Background: an optimization exercise with open tools, aiming at a short achievable clock period and few clock cycles. Do not read the settings as production practice. Function was checked by simulation only, so behaviour that the tests miss may differ from the original. Power figures rest on the tool's default switching activity, not on a simulated workload.

==> flow/design.v <==
`timescale 1ns / 1ps
module adder(output [31:0] pcout, input [31:0] pcin);
  assign pcout = pcin + 1;
endmodule
`timescale 1ns / 1ps
module add(
    output [31:0] result,
    input [31:0] a, b
    );
    assign result = a + b;
endmodule
`timescale 1ns / 1ps
module mux(
    output wire [31:0] y,
    input wire [31:0] a, b, 
    input wire sel
    );
    assign y = sel ? a: b;
endmodule
`timescale 1ns / 1ps
module mux5(
    output wire [4:0] y,
    input wire [4:0] a, b, 
    input wire sel
    );
    assign y = sel ? a: b;
endmodule
`timescale 1ns / 1ps
module and_gate(
    input Branch,
    input Zero,
    output PCSrc
    );
    assign PCSrc = Branch & Zero;  
endmodule
`timescale 1ns / 1ps
module sign_extend(
    input wire [15:0] immediate,       
    output wire [31:0] extended        
);
    assign extended = {{16{immediate[15]}}, immediate};   
endmodule
`timescale 1ns / 1ps
module program_counter(output reg [31:0] pc, input [31:0] npc, input clk, reset, en);
  always @(posedge clk) begin
    if (reset)   pc <= 0;
    else if (en) pc <= npc;
  end
endmodule
`timescale 1ns / 1ps
module if_id_latch(
  input clk, reset, en, flush,
  input [31:0] npc, instr,
  output reg [31:0] npcout, instrout
);
  always @(posedge clk) begin
    if (reset || flush) begin
      npcout <= 0;
      instrout <= 0;
    end else if (en) begin
      npcout <= npc;
      instrout <= instr;
    end
  end
endmodule
`timescale 1ns / 1ps
module IF_stage (
    input  wire        clk,
    input  wire        reset,
    input  wire        stall,           
    input  wire        ex_mem_pcrsrc,   
    input  wire [31:0] ex_mem_npc,      
    output wire [31:0] imem_addr,       
    input  wire [31:0] imem_data,       
    output wire [31:0] IF_ID_npc,       
    output wire [31:0] IF_ID_instr      
);
    wire [31:0] pc;          
    wire [31:0] pc_plus_1;   
    wire [31:0] npc;         
    program_counter PC (
        .clk   (clk),
        .reset (reset),
        .en    (~stall | ex_mem_pcrsrc),
        .npc   (npc),
        .pc    (pc)
    );
    adder ADD_PC (
        .pcin  (pc),
        .pcout (pc_plus_1)
    );
    assign npc = ex_mem_pcrsrc ? ex_mem_npc : pc_plus_1;
    assign imem_addr = pc;
    if_id_latch IF_ID (
        .clk      (clk),
        .reset    (reset),
        .en       (~stall),
        .flush    (ex_mem_pcrsrc),
        .npc      (pc_plus_1),
        .instr    (imem_data),
        .npcout   (IF_ID_npc),
        .instrout (IF_ID_instr)
    );
endmodule
`timescale 1ns / 1ps
module control(
    output reg [1:0] wb,             
    output reg [2:0] mem,            
    output reg [3:0] ex,             
    input [5:0] opcode               
    );
    parameter RTYPE = 6'b000000;
    parameter LW = 6'b100011;
    parameter SW = 6'b101011;
    parameter BEQ = 6'b000100;
    always @(*) begin
        case(opcode)
            RTYPE: begin
                wb = 2'b11;          
                mem = 3'b000;        
                ex = 4'b1010;        
            end
            LW: begin
                wb = 2'b10;          
                mem = 3'b001;        
                ex = 4'b0001;        
            end
            SW: begin
                wb = 2'b00;          
                mem = 3'b010;        
                ex = 4'b0001;        
            end
            BEQ: begin
                wb = 2'b00;          
                mem = 3'b100;        
                ex = 4'b0111;        
            end
            default: begin
                wb = 2'b00;          
                mem = 3'b000;        
                ex = 4'b0000;        
            end
        endcase
    end
endmodule
`timescale 1ns / 1ps
module register(
    output [31:0] A_readdat1,       
    output [31:0] B_readdat2,       
    input [4:0] rs,                 
    input [4:0] rt,                 
    input [4:0] rd,                 
    input [31:0] write_data,        
    input regwrite,                 
    input clk                       
    );
    reg [31:0] REG [31:1];
    always @(posedge clk) begin
        if (regwrite && rd != 5'd0)
            REG[rd] <= write_data;
    end
    assign A_readdat1 = (rs == 5'd0) ? 32'b0 : REG[rs];
    assign B_readdat2 = (rt == 5'd0) ? 32'b0 : REG[rt];
endmodule
`timescale 1ns / 1ps
module hazard_unit(
    input [4:0] rs, rt,
    input       ex_regwrite,
    input [4:0] ex_dest,
    input       mem_regwrite,
    input [4:0] mem_dest,
    input       wb_regwrite,
    input [4:0] wb_dest,
    output      stall
    );
    wire ex_hit  = ex_regwrite  && ex_dest  != 5'd0 && (ex_dest  == rs || ex_dest  == rt);
    wire mem_hit = mem_regwrite && mem_dest != 5'd0 && (mem_dest == rs || mem_dest == rt);
    wire wb_hit  = wb_regwrite  && wb_dest  != 5'd0 && (wb_dest  == rs || wb_dest  == rt);
    assign stall = ex_hit | mem_hit | wb_hit;
endmodule
`timescale 1ns / 1ps
module latch(
    output reg [1:0] wb_out,
    output reg [2:0] mem_out,
    output reg [3:0] ctl_out,
    output reg [4:0] instr_bits_20_16_out, instr_bits_15_11_out,
    output reg [31:0] npc_out, readdat1_out, readdat2_out, sign_ext_out,
    input clk,                     
    input rst,                     
    input flush,                   
    input [1:0] ctl_wb,
    input [2:0] ctl_mem,
    input [3:0] ctl_ex,
    input [4:0] instr_bits_20_16, instr_bits_15_11,
    input [31:0] npc, readdat1, readdat2, sign_ext
    );
    always @(posedge clk) begin
        if (rst) begin
            wb_out <= 2'b00;
            mem_out <= 3'b000;
            ctl_out <= 4'b0000;
            instr_bits_20_16_out <= 5'b00000;
            instr_bits_15_11_out <= 5'b00000;
            npc_out <= 32'b0;
            readdat1_out <= 32'b0;
            readdat2_out <= 32'b0;
            sign_ext_out <= 32'b0;
        end
        else begin
            wb_out <= flush ? 2'b00 : ctl_wb;
            mem_out <= flush ? 3'b000 : ctl_mem;
            ctl_out <= ctl_ex;
            instr_bits_20_16_out <= instr_bits_20_16;
            instr_bits_15_11_out <= instr_bits_15_11;
            npc_out <= npc;
            readdat1_out <= readdat1;
            readdat2_out <= readdat2;
            sign_ext_out <= sign_ext;
        end
    end
endmodule
`timescale 1ns / 1ps
module ID_stage(
    input wire          clk,
                        rst,
                        flush,
                        wb_reg_write,
    input wire [4:0]    wb_write_reg_location,
    input wire  [31:0]  mem_wb_write_data,
                        if_id_instr,
                        if_id_npc,
    input wire          ex_regwrite,
    input wire [4:0]    ex_dest,
    input wire          mem_regwrite,
    input wire [4:0]    mem_dest,
    output wire         stall,
    output wire [1:0]   id_ex_wb,
    output wire [2:0]    id_ex_mem,
    output wire [3:0]    id_ex_execute,
    output wire [31:0]   id_ex_npc,
                        id_ex_readdat1,
                        id_ex_readdat2,
                        id_ex_sign_ext,
    output wire [4:0]    id_ex_instr_bits_20_16,
                        id_ex_instr_bits_15_11
);
    wire [31:0] sign_ext_internal,
                readdat1_internal,
                readdat2_internal;
    wire [1:0] wb_internal;
    wire [2:0] mem_internal;
    wire [3:0] ex_internal;
    sign_extend sE0(
        .immediate(if_id_instr[15:0]),   
        .extended(sign_ext_internal)      
    );
    register rf0(
        .clk(clk),                          
        .regwrite(wb_reg_write),            
        .rs(if_id_instr[25:21]),           
        .rt(if_id_instr[20:16]),           
        .rd(wb_write_reg_location),        
        .write_data(mem_wb_write_data),     
        .A_readdat1(readdat1_internal),    
        .B_readdat2(readdat2_internal)     
    );
    control c0(
        .opcode(if_id_instr[31:26]),       
        .wb(wb_internal),                  
        .mem(mem_internal),                
        .ex(ex_internal)                   
    );
    hazard_unit hz0(
        .rs(if_id_instr[25:21]),
        .rt(if_id_instr[20:16]),
        .ex_regwrite(ex_regwrite),
        .ex_dest(ex_dest),
        .mem_regwrite(mem_regwrite),
        .mem_dest(mem_dest),
        .wb_regwrite(wb_reg_write),
        .wb_dest(wb_write_reg_location),
        .stall(stall)
    );
    latch iEL0(
        .clk(clk),                          
        .rst(rst),                          
        .flush(flush | stall),             
        .ctl_wb(wb_internal),               
        .ctl_mem(mem_internal),             
        .ctl_ex(ex_internal),               
        .npc(if_id_npc),                   
        .readdat1(readdat1_internal),      
        .readdat2(readdat2_internal),      
        .sign_ext(sign_ext_internal),      
        .instr_bits_20_16(if_id_instr[20:16]),   
        .instr_bits_15_11(if_id_instr[15:11]),   
        .wb_out(id_ex_wb),                 
        .mem_out(id_ex_mem),               
        .ctl_out(id_ex_execute),           
        .npc_out(id_ex_npc),               
        .readdat1_out(id_ex_readdat1),     
        .readdat2_out(id_ex_readdat2),     
        .sign_ext_out(id_ex_sign_ext),     
        .instr_bits_20_16_out(id_ex_instr_bits_20_16),  
        .instr_bits_15_11_out(id_ex_instr_bits_15_11)   
    );
endmodule
`timescale 1ns / 1ps
module alu_control (
    output reg [2:0] select,
    input [5:0] funct,
    input [1:0] alu_op
    );
    always @(*) begin
        case (alu_op)
            2'b00: select = 3'b010;  
            2'b01: select = 3'b110;  
            2'b10: begin
                case (funct)
                    6'b100000: select = 3'b010;  
                    6'b100010: select = 3'b110;  
                    6'b100100: select = 3'b000;  
                    6'b100101: select = 3'b001;  
                    6'b101010: select = 3'b111;  
                    default:   select = 3'b011;  
                endcase
            end
            default: select = 3'b011;
        endcase
    end
endmodule
`timescale 1ns / 1ps
module alu(
    input  [31:0] a, b,
    input  [2:0] control,
    output reg [31:0] result,
    output zero
    );
    always @(*) begin
        case (control)
            3'b000: result = a & b;        
            3'b001: result = a | b;        
            3'b010: result = a + b;        
            3'b110: result = a - b;        
            3'b111: result = (a < b) ? 1 : 0;  
            default: result = 32'b0;
        endcase
    end
    assign zero = (result == 0);
endmodule
`timescale 1ns / 1ps
module ex_latch #(parameter WIDTH = 32) (
    input wire clk,
    input wire reset,
    input wire [WIDTH-1:0] in,
    output reg [WIDTH-1:0] out
    );
    always @(posedge clk) begin
        if (reset)
            out <= 0;
        else
            out <= in;
    end
endmodule
`timescale 1ns / 1ps
module EX_stage(
    input clk,
    input reset,
    input flush,
    input [1:0] ctlwb_in,
    input [2:0] ctlm_in,
    input [31:0] npc, rdata1, rdata2, s_extend,
    input [4:0] instr_2016, instr_1511,
    input [1:0] alu_op,
    input [5:0] funct,
    input alusrc, regdst,
    output [4:0] dest,
    output [1:0] ctlwb_out,
    output [2:0] ctlm_out,
    output [31:0] adder_out, alu_result_out, rdata2_out,
    output zero_out,
    output [4:0] muxout_out
);
    wire [31:0] alu_in2;
    wire [2:0] alu_control;
    wire alu_zero;
    wire [4:0] regdst_muxout;
    wire [31:0] adder_wire, alu_result;
    add adder_inst(
        .a(npc),
        .b(s_extend),
        .result(adder_wire)
    );
    mux mux32_inst(
        .a(rdata2),
        .b(s_extend),
        .sel(alusrc),
        .y(alu_in2)
    );
    alu_control alu_ctrl_inst(
        .alu_op(alu_op),
        .funct(funct),
        .select(alu_control)
    );
    alu alu(
        .a(rdata1),
        .b(alu_in2),
        .control(alu_control),
        .result(alu_result),
        .zero(alu_zero)
    );
    mux5 regdst_mux(
        .a(instr_2016),
        .b(instr_1511),
        .sel(regdst),
        .y(regdst_muxout)
    );
    assign dest = regdst_muxout;
    ex_latch #(2) ex_mem_reg_ctlwb(
        .clk(clk),
        .reset(reset | flush),
        .in(ctlwb_in),
        .out(ctlwb_out)
    );
    ex_latch #(3) ex_mem_reg_ctlm(
        .clk(clk),
        .reset(reset | flush),
        .in(ctlm_in),
        .out(ctlm_out)
    );
    ex_latch #(32) ex_mem_reg_adder(
        .clk(clk),
        .reset(1'b0),
        .in(adder_wire),
        .out(adder_out)
    );
    ex_latch #(32) ex_mem_reg_alu_result(
        .clk(clk),
        .reset(1'b0),
        .in(alu_result),
        .out(alu_result_out)
    );
    ex_latch #(1) ex_mem_reg_zero(
        .clk(clk),
        .reset(1'b0),
        .in(alu_zero),
        .out(zero_out)
    );
    ex_latch #(32) ex_mem_reg_rdata2(
        .clk(clk),
        .reset(1'b0),
        .in(rdata2),
        .out(rdata2_out)
    );
    ex_latch #(5) ex_mem_reg_muxout(
        .clk(clk),
        .reset(1'b0),
        .in(regdst_muxout),
        .out(muxout_out)
    );
endmodule
`timescale 1ns / 1ps
module mem_wb_latch(
    input clk,
    input reset,
    input [31:0] ALUResult_in,
    input [31:0] ReadData_in,
    input [4:0] WriteReg_in,
    input [1:0] WBControl_in,
    output reg [31:0] ALUResult_out,
    output reg [31:0] ReadData_out,
    output reg [4:0] WriteReg_out,
    output reg [1:0] WBControl_out
    );
    always @(posedge clk) begin
        ALUResult_out <= ALUResult_in;
        ReadData_out <= ReadData_in;
        WriteReg_out <= WriteReg_in;
        WBControl_out <= reset ? 2'b00 : WBControl_in;
    end
endmodule
`timescale 1ns / 1ps
module MEM_stage(
    input clk,
    input reset,
    input [31:0] ALUResult,
    input [31:0] WriteData,
    input [4:0] WriteReg,
    input [1:0] WBControl,
    input MemWrite,
    input MemRead,
    input Branch,
    input Zero,
    output [31:0] dmem_addr,
    output [31:0] dmem_wdata,
    output dmem_we,
    input [31:0] dmem_rdata,
    output [31:0] ReadData,
    output [31:0] ALUResult_out,
    output [4:0] WriteReg_out,
    output [1:0] WBControl_out,
    output PCSrc
    );
    and_gate andGate(
        .Branch(Branch),
        .Zero(Zero),
        .PCSrc(PCSrc)
    );
    assign dmem_addr = ALUResult;
    assign dmem_wdata = WriteData;
    assign dmem_we = MemWrite;
    mem_wb_latch memwb(
        .clk(clk),
        .reset(reset),
        .ALUResult_in(ALUResult),
        .ReadData_in(dmem_rdata),
        .WriteReg_in(WriteReg),
        .WBControl_in(WBControl),
        .ALUResult_out(ALUResult_out),
        .ReadData_out(ReadData),
        .WriteReg_out(WriteReg_out),
        .WBControl_out(WBControl_out)
    );
endmodule
`timescale 1ns / 1ps
module WB_stage (
    input [31:0] mem_Read_data,
    input [31:0] mem_ALU_result,
    input MemtoReg,
    output [31:0] wb_data
    );
    mux mux_wb (
        .a(mem_ALU_result),
        .b(mem_Read_data),
        .sel(MemtoReg),
        .y(wb_data)
    );
endmodule
`timescale 1ns / 1ps
module pipeline (
    input wire clk,
    input wire reset,                         
    output wire [31:0] imem_addr,
    input wire [31:0] imem_data,
    output wire [31:0] dmem_addr,
    output wire [31:0] dmem_wdata,
    output wire dmem_we,
    input wire [31:0] dmem_rdata,
    output wire reg_write_out,                
    output wire [4:0] write_reg_out,          
    output wire [31:0] write_data_out         
);
    wire [31:0] IF_ID_instr;
    wire [31:0] IF_ID_npc;
    wire        stall;
    wire [1:0]  id_ex_wb;
    wire [2:0]  id_ex_mem;
    wire [3:0]  id_ex_execute;
    wire [31:0] id_ex_npc, id_ex_readdat1, id_ex_readdat2, id_ex_sign_ext;
    wire [4:0]  id_ex_instr_bits_20_16, id_ex_instr_bits_15_11;
    wire [1:0]  ex_mem_wb;
    wire [2:0]  ex_mem_mem;
    wire        ex_mem_zero;
    wire [31:0] ex_mem_target, alu_result, ex_mem_rdata2;
    wire [4:0]  ex_mem_muxout, ex_dest;
    wire [1:0]  mem_wb_wb;
    wire [31:0] mem_read_data, mem_alu_result;
    wire [4:0]  mem_write_reg;
    wire        pcsrc;
    wire [31:0] wb_data;
    IF_stage IF (
        .clk(clk),
        .reset(reset),
        .stall(stall),
        .ex_mem_pcrsrc(pcsrc),
        .ex_mem_npc(ex_mem_target),
        .imem_addr(imem_addr),
        .imem_data(imem_data),
        .IF_ID_npc(IF_ID_npc),
        .IF_ID_instr(IF_ID_instr)
    );
    ID_stage ID (
        .clk(clk),
        .rst(reset),
        .flush(pcsrc),
        .wb_reg_write(mem_wb_wb[1]),
        .wb_write_reg_location(mem_write_reg),
        .mem_wb_write_data(wb_data),
        .if_id_instr(IF_ID_instr),
        .if_id_npc(IF_ID_npc),
        .ex_regwrite(id_ex_wb[1]),
        .ex_dest(ex_dest),
        .mem_regwrite(ex_mem_wb[1]),
        .mem_dest(ex_mem_muxout),
        .stall(stall),
        .id_ex_wb(id_ex_wb),
        .id_ex_mem(id_ex_mem),
        .id_ex_execute(id_ex_execute),
        .id_ex_npc(id_ex_npc),
        .id_ex_readdat1(id_ex_readdat1),
        .id_ex_readdat2(id_ex_readdat2),
        .id_ex_sign_ext(id_ex_sign_ext),
        .id_ex_instr_bits_20_16(id_ex_instr_bits_20_16),
        .id_ex_instr_bits_15_11(id_ex_instr_bits_15_11)
    );
    EX_stage EX (
        .clk(clk),
        .reset(reset),
        .flush(pcsrc),
        .ctlwb_in(id_ex_wb),
        .ctlm_in(id_ex_mem),
        .npc(id_ex_npc),
        .rdata1(id_ex_readdat1),
        .rdata2(id_ex_readdat2),
        .s_extend(id_ex_sign_ext),
        .instr_2016(id_ex_instr_bits_20_16),
        .instr_1511(id_ex_instr_bits_15_11),
        .alu_op(id_ex_execute[3:2]),
        .funct(id_ex_sign_ext[5:0]),        
        .alusrc(id_ex_execute[1]),
        .regdst(id_ex_execute[0]),
        .dest(ex_dest),
        .ctlwb_out(ex_mem_wb),
        .ctlm_out(ex_mem_mem),
        .adder_out(ex_mem_target),
        .alu_result_out(alu_result),
        .rdata2_out(ex_mem_rdata2),
        .zero_out(ex_mem_zero),
        .muxout_out(ex_mem_muxout)
    );
    MEM_stage MEM (
        .clk(clk),
        .reset(reset),
        .ALUResult(alu_result),
        .WriteData(ex_mem_rdata2),
        .WriteReg(ex_mem_muxout),
        .WBControl(ex_mem_wb),
        .MemWrite(ex_mem_mem[1]),
        .MemRead(ex_mem_mem[0]),
        .Branch(ex_mem_mem[2]),
        .Zero(ex_mem_zero),
        .dmem_addr(dmem_addr),
        .dmem_wdata(dmem_wdata),
        .dmem_we(dmem_we),
        .dmem_rdata(dmem_rdata),
        .ReadData(mem_read_data),
        .ALUResult_out(mem_alu_result),
        .WriteReg_out(mem_write_reg),
        .WBControl_out(mem_wb_wb),
        .PCSrc(pcsrc)
    );
    WB_stage WB (
        .mem_Read_data(mem_read_data),
        .mem_ALU_result(mem_alu_result),
        .MemtoReg(mem_wb_wb[0]),
        .wb_data(wb_data)
    );
    assign reg_write_out = mem_wb_wb[1] && (mem_write_reg != 5'd0);
    assign write_reg_out = mem_write_reg;    
    assign write_data_out = wb_data;         
endmodule
==> flow/run.sh <==
#!/bin/bash
# synth_recipe.tcl (not shown) runs the flow's synth.tcl, then flattens the netlist and writes it again
# the make line also repeats each setting of config.mk as NAME=value (left out here)
make -C /OpenROAD-flow-scripts/flow DESIGN_CONFIG=/design/flow/config.mk WORK_HOME=/design/flow/orfs CLKGATE_MAP_FILE= SYNTH_SCRIPT=/design/flow/synth_recipe.tcl finish
==> flow/config.mk <==
export PLATFORM = sky130hd
export DESIGN_NAME = pipeline
export DESIGN_NICKNAME = pipeline
export VERILOG_FILES = /design/flow/design.v
export SDC_FILE = /design/flow/constraint.sdc
export NUM_CORES = 4
export LEC_CHECK = 0
export CAP_MARGIN = 20
export CORE_MARGIN = 2
export CORE_UTILIZATION = 40
export SLEW_MARGIN = 20
==> flow/constraint.sdc <==
create_clock -name core_clock -period 8.0 [get_ports {clk}]
set_input_delay 1.6000 -clock core_clock [delete_from_list [all_inputs] [get_ports {clk}]]
set_output_delay 1.6000 -clock core_clock [all_outputs]
set_load 0.01 [all_outputs]
==> flow_summary.json <==
{
  "gp_congestion": 0.882,
  "grt_pass1_vias": 40800,
  "ioPinCount": 201,
  "hold_buffers": 0,
  "p_leak_nw": 24.4,
  "drt_iter0_drc": 4739,
  "timing.rr.start": "ID.iEL0.ctl_out[1]$_SDFF_PP0_",
  "clk_pin_slew_ps": 60,
  "worstHoldPathType": "flop to flop",
  "hold_viol": 0,
  "core_area_mm2": 0.160,
  "dr.pass1.iters": 6,
  "outcome": "no timing/DRC/antenna violations",
  "tns_ps": 0,
  "syn_nets": 4531,
  "route.detailed.drc": 0,
  "areaGrowthSynthToFinish_pct": 14.9,
  "final.setup_skew_ps": 49.9,
  "min_path_cells": 0,
  "grt_use_total_pct": 25.1,
  "grt_overflow": 0,
  "ys_seq_elements": 1390,
  "synth_cell_types": 105,
  "critPathKind": "flop to flop",
  "num-nets-final": 4671,
  "yosysWarnings": 13,
  "postSynthAreaPerCell_um2": 14.9,
  "cts_root_buf": "clkbuf_16",
  "dieArea_mm2": 0.164,
  "p_total_mw": 17.2,
  "rsz0062_at_grt": "no",
  "async_reset_ff_share_pct": 0,
  "critPathArrivalTime_ps": 5810,
  "worstHoldStart": "EX.ex_mem_reg_alu_result.out[3]$_DFF_P_",
  "timing.rr.end": "EX.ex_mem_reg_zero.out$_DFF_P_",
  "hold_end": "MEM.memwb.ALUResult_out[3]$_DFF_P_",
  "synth-edff-count": 992,
  "worst_pin_slew_ps": 1230,
  "netlist_area_mm2": 0.0644,
  "cts_buffers": 150,
  "critPathCaptureType": "flop",
  "grt_max_degree": 94,
  "final_max_slew_viol_count": 0,
  "vdd_drop_max_mv": 0.215,
  "final_layout_size_suffix_gt1_share_pct": 21.5,
  "hold_ws_ps": 360,
  "rr_worst_depth": 16,
  "port_buffers": 200,
  "n_fill_cell": 13800,
  "synth_seq_area_share_pct": 58.6,
  "grt_antenna_before_repair": 19,
  "cts_tree": "done",
  "cts_max_path_buffers": 3,
  "max_freq_mhz": 196,
  "wl_per_cell_um": 30.8,
  "clock_sinks": 1390,
  "ys_top_cells_by_area": "edfxtp_1 (46%), mux4_2 (15%), dfxtp_1 (12%)",
  "slew_headroom_pct": 17.3,
  "cap_violations": 0,
  "post_cts_buffers": 0,
  "htree_levels": 4,
  "worstPathRequired_ps": 8720,
  "rrSetupSlack_ps": 2910,
  "yosysTopAreaCellShare_pct": 46.3,
  "die_y_um": 405,
  "ys.flop_type": "edfxtp_1",
  "min_period_over_period_pct": 63.6,
  "startpoint_type": "flop",
  "via_per_inst": 6.15,
  "yosys.area.top_type": "edfxtp_1",
  "grt_pass1_wl_mm": 295,
  "crit_fanout": 34,
  "drt-total-wl_mm": 208,
  "netlist_instances": 4325,
  "clk_latency_ps": 810,
  "cts_resized": 0,
  "hpwl_mm": 126,
  "fin_crit_ps": 5090,
  "vias": 41500,
  "rows": 147,
  "start_util_pct": 40.2,
  "die_x_um": 405,
  "setup_viol": 0,
  "powerDensity_mw_per_mm2": 233,
  "drtAntennaViolNets": 0
}
synthesized netlist by cell type, types with 17 or more instances:
cell type,n
nand2_1,141
buf_1,49
nor2b_1,89
clkbuf_1,207
buf_2,36
xor2_1,67
nor3_1,109
a22o_1,48
edfxtp_1,992
mux2i_1,178
nor2_1,176
a211oi_1,41
mux4_2,422
a221oi_1,122
o21bai_1,17
and2_1,19
a21oi_1,189
ha_1,137
mux2_2,144
dfxtp_1,398
nand4_1,24
inv_1,108
nand3_1,44
o221ai_1,55
o21ai_0,135
and3_1,22
xnor2_1,54
a21o_1,30
worst max-delay path by stage:
stage	cells after the start	from	to
final	16	ID.iEL0.ctl_out[1]$_SDFF_PP0_	EX.ex_mem_reg_zero.out$_DFF_P_
after global routing	16	ID.iEL0.ctl_out[1]$_SDFF_PP0_	EX.ex_mem_reg_zero.out$_DFF_P_
after CTS	16	ID.iEL0.ctl_out[1]$_SDFF_PP0_	EX.ex_mem_reg_zero.out$_DFF_P_
after detailed placement	16	ID.iEL0.ctl_out[1]$_SDFF_PP0_	EX.ex_mem_reg_zero.out$_DFF_P_
after global placement	16	ID.iEL0.ctl_out[1]$_SDFF_PP0_	EX.ex_mem_reg_zero.out$_DFF_P_
after floorplan	18	ID.iEL0.ctl_out[1]$_SDFF_PP0_	EX.ex_mem_reg_zero.out$_DFF_P_
power breakdown:
part / leakage [nW] / total (mW) / internal, mW / switching, mW
combinational: 9.77 / 2.06 / 0.824 / 1.24
clock: 2.45 / 7.04 / 4.06 / 2.98
sequential: 12.2 / 8.12 / 7.90 / 0.226
critical path, cell delays in order, from the launching register on:
cell       delay [ps]
dfxtp_2           890
mux2i_1           230
inv_1             120
ha_1              190
inv_1              70
fa_1              420
or2_1             270
a21oi_1           310
o311ai_1          220
o31ai_1           680
a211oi_2          220
a21oi_1           290
o221ai_1          170
a22o_1            240
a2111oi_1         420
nand4_1           150
nor2b_1           120
cell type report:
type / count / area (µm²) / share of cell area (%)
Sequential cell: 1390 / 37800 / 51.1
Clock buffer: 212 / 4280 / 5.79
Inverter: 112 / 420 / 0.568
Multi-Input combinational cell: 2520 / 25300 / 34.2
Timing Repair Buffer: 291 / 2750 / 3.71
Tap cell: 2160 / 2700 / 3.65
Clock inverter: 60 / 757 / 1.02
Antenna cell: 1 / 2.50 / 0.00338
per-stage QoR:
stage / worst slack (ps) / cell area, µm² / std cells / utilization [%]
global placement: 2920 / 68900 / 6473 / 43.0
global route: 2540 / 74000 / 6745 / 46.2
floorplan: 3720 / 64400 / 4325 / -
detailed placement: 2960 / 68900 / 6473 / 43.0
finish: 2910 / 74000 / 6746 / 46.2
CTS: 2920 / 74000 / 6745 / 46.2
cells by family (layout without fill, tap and decap cells):
kind of cell | after synthesis | in the layout | synth area share (%)
flip-flops | 1390 | 1390 | 58.6
AO/OA/AOI/OAI | 801 | 801 | 8.70
multiplexers | 744 | 744 | 20.0
AND/OR/NAND/NOR | 714 | 714 | 5.61
buffers and inverters | 415 | 675 | 2.61
adder cells (fa/ha/maj) | 140 | 140 | 2.76
XOR/XNOR | 121 | 121 | 1.65
other | 0 | 1 | 0
layout by cell type, fill, tap and decap left out, types with 31 or more instances in the layout:
master             n
edfxtp_1         992
buf_4             87
nor2b_1           86
clkdlybuf4s50_1  199
dfxtp_1          386
nor3_1           101
mux2_2           144
xor2_1            67
mux4_2           422
ha_1             137
nand2_1          138
clkbuf_16        155
o21ai_0          135
a221oi_1         122
nor2_4            31
a22o_1            48
o221ai_1          55
a211oi_1          41
xnor2_1           54
clkbuf_1          38
nand3_1           44
a21oi_1          189
nor2_1           144
mux2i_1          178
inv_1            108
registers in the layout (all words and copies together), names as in the netlist, 4 cells and up:
name and flops:
EX.ex_mem_reg_rdata2.out 32, ID.iEL0.sign_ext_out 16, MEM.memwb.ALUResult_out 32, EX.ex_mem_reg_alu_result.out 32, EX.ex_mem_reg_adder.out 32, ID.iEL0.readdat1_out 32, ID.iEL0.ctl_out 4, ID.rf0.REG 992
MEM.memwb.ReadData_out 32, IF.IF_ID.npcout 32, ID.iEL0.readdat2_out 32, IF.PC.pc 32, ID.iEL0.instr_bits_20_16_out 5, IF.IF_ID.instrout 32, EX.ex_mem_reg_muxout.out 5, MEM.memwb.WriteReg_out 5
ID.iEL0.npc_out 32
layer usage:
layer  up-vias  part of all wire [%]  GRT usage [%]
li1      17500                     -              -
met4         2                   2.9           7.15
met2      2157                    46           38.8
met1     21500                    41           35.1
met3       353                    11           6.05
met5         -                0.0062              0
Testbench counts, summed over its fixed seeds: cycles 16,158.

re-timing with driven ports:
How much do the figures lean on ideal ports? The routed layout below was timed once more, with nothing changed but the port constraints.
Step 1 sets driving cells, clkbuf_16 on the clock port and buf_2 on the other inputs (assumed; they add their load-dependent delay and slew).
Step 2 also shifts input and output timing later by t, the mid clock arrival at the registers, as if the neighbouring blocks saw the same clock.
Three values: ideal ports, drivers, drivers and shift; two values: the first two.
t (ns): 0.865
slack for setup (ns): 2.909 / 2.909 / 2.909
worst data-port slew with drivers (ns): 0.05
After both steps this run still meets setup and hold. For this run, drivers alone change the setup slack by 0.000 ns; drivers and shift together by 0.000 ns.
